From an optimization exercise on the open Yosys and OpenROAD flow, aimed at small area; shortcuts taken in it are not production practice. Only simulation tests tie the RTL to the original design; equivalence was not proved. Power and IR drop assume default switching activity.

## WaveGenerator
module WaveGenerator #(N = 32, M = 16)(
  input clk,
  input rst,
  input chirp_reverse,             
  input [7:0] chirp_delay,         
  input [N-1:0] chirp_min_ctrl,    
  input [N-1:0] chirp_max_ctrl,    
  input [N-1:0] chirp_inc_rate,    
  input [N-1:0] chirp_div_rate,    
  output [M-1:0] waveform          
);
Settings: LEC_CHECK=0, CAP_MARGIN=20, CORE_MARGIN=2, CORE_UTILIZATION=40, SLEW_MARGIN=20; clock period 6.0 ns.
standard.sh (not shown) runs the stock make flow with config.mk's settings and CLKGATE_MAP_FILE= SYNTH_SCRIPT=/design/flow/synth_recipe.tcl, a recipe that flattens the netlist after the stock synthesis.
==> flow/flow/run.sh <==
#!/bin/bash
# Standard ORFS layout, with these changes:
#  - synthesis maps logic with an area-oriented ABC script (flow/abc.script)
#    and leaves adders as plain logic (no full/half-adder cells); registers
#    are the standard synthesis's (same passes up to mapping, same names)
#  - ports are buffered with the smallest buffer
set -u
W=$(pwd)
export MY_ABC_SCRIPT=$W/flow/abc.script
export MY_NO_FA=1
bash standard.sh SYNTH_SCRIPT=$W/flow/my_synth.tcl \
  BUFFER_PORTS_ARGS="-buffer_cell sky130_fd_sc_hd__buf_1" \
  CTS_ARGS="-sink_clustering_enable -repair_clock_nets -dont_use_dummy_load -buf_list sky130_fd_sc_hd__clkbuf_8" \
  GPL_KEEP_OVERFLOW=0 finish > standard.log 2>&1
==> flow/flow/abc.script <==
strash
ifraig
dch
map -D 4900
topo
upsize -c
dnsize -c
topo
stime -c
==> flow/flow/my_synth.tcl <==
proc synth {args} { yosys synth -nofsm -noshare {*}$args }
if { [info exists ::env(MY_ABC_SCRIPT)] && $::env(MY_ABC_SCRIPT) ne "" } {
  proc abc {args} {
    set i [lsearch -exact $args -script]
    if { $i >= 0 } { set args [lreplace $args $i [expr {$i + 1}] -script $::env(MY_ABC_SCRIPT)] }
    set i [lsearch -exact $args -D]
    if { $i >= 0 && [info exists ::env(MY_ABC_D)] } { set args [lreplace $args $i [expr {$i + 1}] -D $::env(MY_ABC_D)] }
    puts "my abc: $args"
    if { [info exists ::env(MY_ABC_KEEP_SCRIPT)] && [info exists ::env(SYNTH_KEEP_MODULES)] } {
      set kargs $args
      set i [lsearch -exact $kargs -script]
      set kargs [lreplace $kargs $i [expr {$i + 1}] -script $::env(MY_ABC_KEEP_SCRIPT)]
      foreach m $::env(SYNTH_KEEP_MODULES) {
        yosys abc {*}$kargs $m
      }
      yosys abc {*}$args $::env(DESIGN_NAME)
    } else {
      yosys abc {*}$args
    }
  }
}
if { [info exists ::env(MY_NO_FA)] && $::env(MY_NO_FA) eq "1" } {
  proc extract_fa {args} { puts "extract_fa skipped" }
}
source $::env(SCRIPTS_DIR)/synth.tcl
# left out here: clear keep_hierarchy, flatten, clean up, hide names made inside functions, write 1_2_yosys.v
Next try:
--- a/flow/flow/run.sh
+++ b/flow/flow/run.sh
@@ -12,3 +12 @@
-  BUFFER_PORTS_ARGS="-buffer_cell sky130_fd_sc_hd__buf_1" \
-  CTS_ARGS="-sink_clustering_enable -repair_clock_nets -dont_use_dummy_load -buf_list sky130_fd_sc_hd__clkbuf_8" \
-  GPL_KEEP_OVERFLOW=0 finish > standard.log 2>&1
+  BUFFER_PORTS_ARGS="-buffer_cell sky130_fd_sc_hd__buf_1" finish > standard.log 2>&1
==> flow/flow/abc.script (replaced) <==
strash
ifraig
dch
map -D 5000
topo
upsize -c
dnsize -c
topo
stime -c
CTS_BUF_LIST = sky130_fd_sc_hd__clkbuf_4 sky130_fd_sc_hd__clkbuf_8   (was not set)
Outcome: Wire length grows by about 1.5%. Non-clock buffer count shrinks by 6. Cell area hardly moves. Worst setup slack loses 8.3 ps. Global-route usage grows by 0.74 points. Combinational power shrinks by about 0.7%. Final cell count grows by about 1.3%. Synthesized area hardly moves. First-iteration DRC count grows by 1.3%. Die area hardly moves. Count of clock-buffer cells in the layout is unchanged.
Next try:
--- a/flow/flow/run.sh
+++ b/flow/flow/run.sh
@@ -12 +12,2 @@
-  BUFFER_PORTS_ARGS="-buffer_cell sky130_fd_sc_hd__buf_1" finish > standard.log 2>&1
+  BUFFER_PORTS_ARGS="-buffer_cell sky130_fd_sc_hd__buf_1" \
+  CTS_ARGS="-sink_clustering_enable -repair_clock_nets -dont_use_dummy_load -buf_list sky130_fd_sc_hd__clkbuf_8 -sink_clustering_size 30 -sink_clustering_max_diameter 200" finish > standard.log 2>&1
Utilization falls by 0.70 points.
Wire length falls by about 0.8%.
Global-route usage falls by 0.14 points.
Final cell count falls by about 0.7%.
Design area falls by 1.4%.
Synthesized cell count does not change.
Die area does not change.
Sequential share of layout area rises by 0.32 points.
Hold slack gets worse by 5.1 ps.
Power falls by 7.6%.
Area after synthesis is unchanged.
Next try:
--- a/flow/flow/run.sh
+++ b/flow/flow/run.sh
@@ -13 +13 @@
-  CTS_ARGS="-sink_clustering_enable -repair_clock_nets -dont_use_dummy_load -buf_list sky130_fd_sc_hd__clkbuf_8 -sink_clustering_size 30 -sink_clustering_max_diameter 200" finish > standard.log 2>&1
+  CTS_ARGS="-sink_clustering_enable -repair_clock_nets -dont_use_dummy_load -buf_list sky130_fd_sc_hd__clkbuf_8" finish > standard.log 2>&1
==> flow/flow/abc.script (replaced) <==
strash
ifraig
dch
map -D 4900
topo
upsize -c
dnsize -c
topo
stime -c
CTS_BUF_LIST = not set   (was sky130_fd_sc_hd__clkbuf_4 sky130_fd_sc_hd__clkbuf_8)
Effect:
- wire length falls slightly
- via count stays flat
- critical path depth fell by 2
- final area stays flat
- clock skew falls by 4.1 ps

-- port drivers added, routing unchanged --
The results above use ideal ports. As a check the final layouts listed here were re-extracted and re-timed, cells and wires unchanged.
Step 1: set_driving_cell puts a clkbuf_16 on clk and a buf_2 on each other input, an assumption about the parent block.
Step 2 adds t to the input delays and takes it off the output delays; t is the mean of the earliest and latest rising clock arrival at the registers after step 1. Input paths then give back, and output paths get back, about the clock's delay inside the block.
Three values: ideal ports, drivers, drivers and shift; two values: the first two.
run	shift t [ns]	setup slack, ns	worst setup path at the end	worst data-port slew with drivers (ns)
the first run	0.463	0.451 / 0.388 / -0.075	input to register	0.16
the second run	0.482	0.443 / 0.401 / -0.081	input to register	0.11
the third run	0.469	0.416 / 0.366 / -0.103	input to register	0.12
the fourth run	0.472	0.454 / 0.444 / -0.028	input to register	0.07
With both steps, setup timing fails in every run listed, where it was met with ideal ports. The setup slack of the first run, which loses most, moves by -0.063 ns with the drivers and by -0.526 ns with both steps.
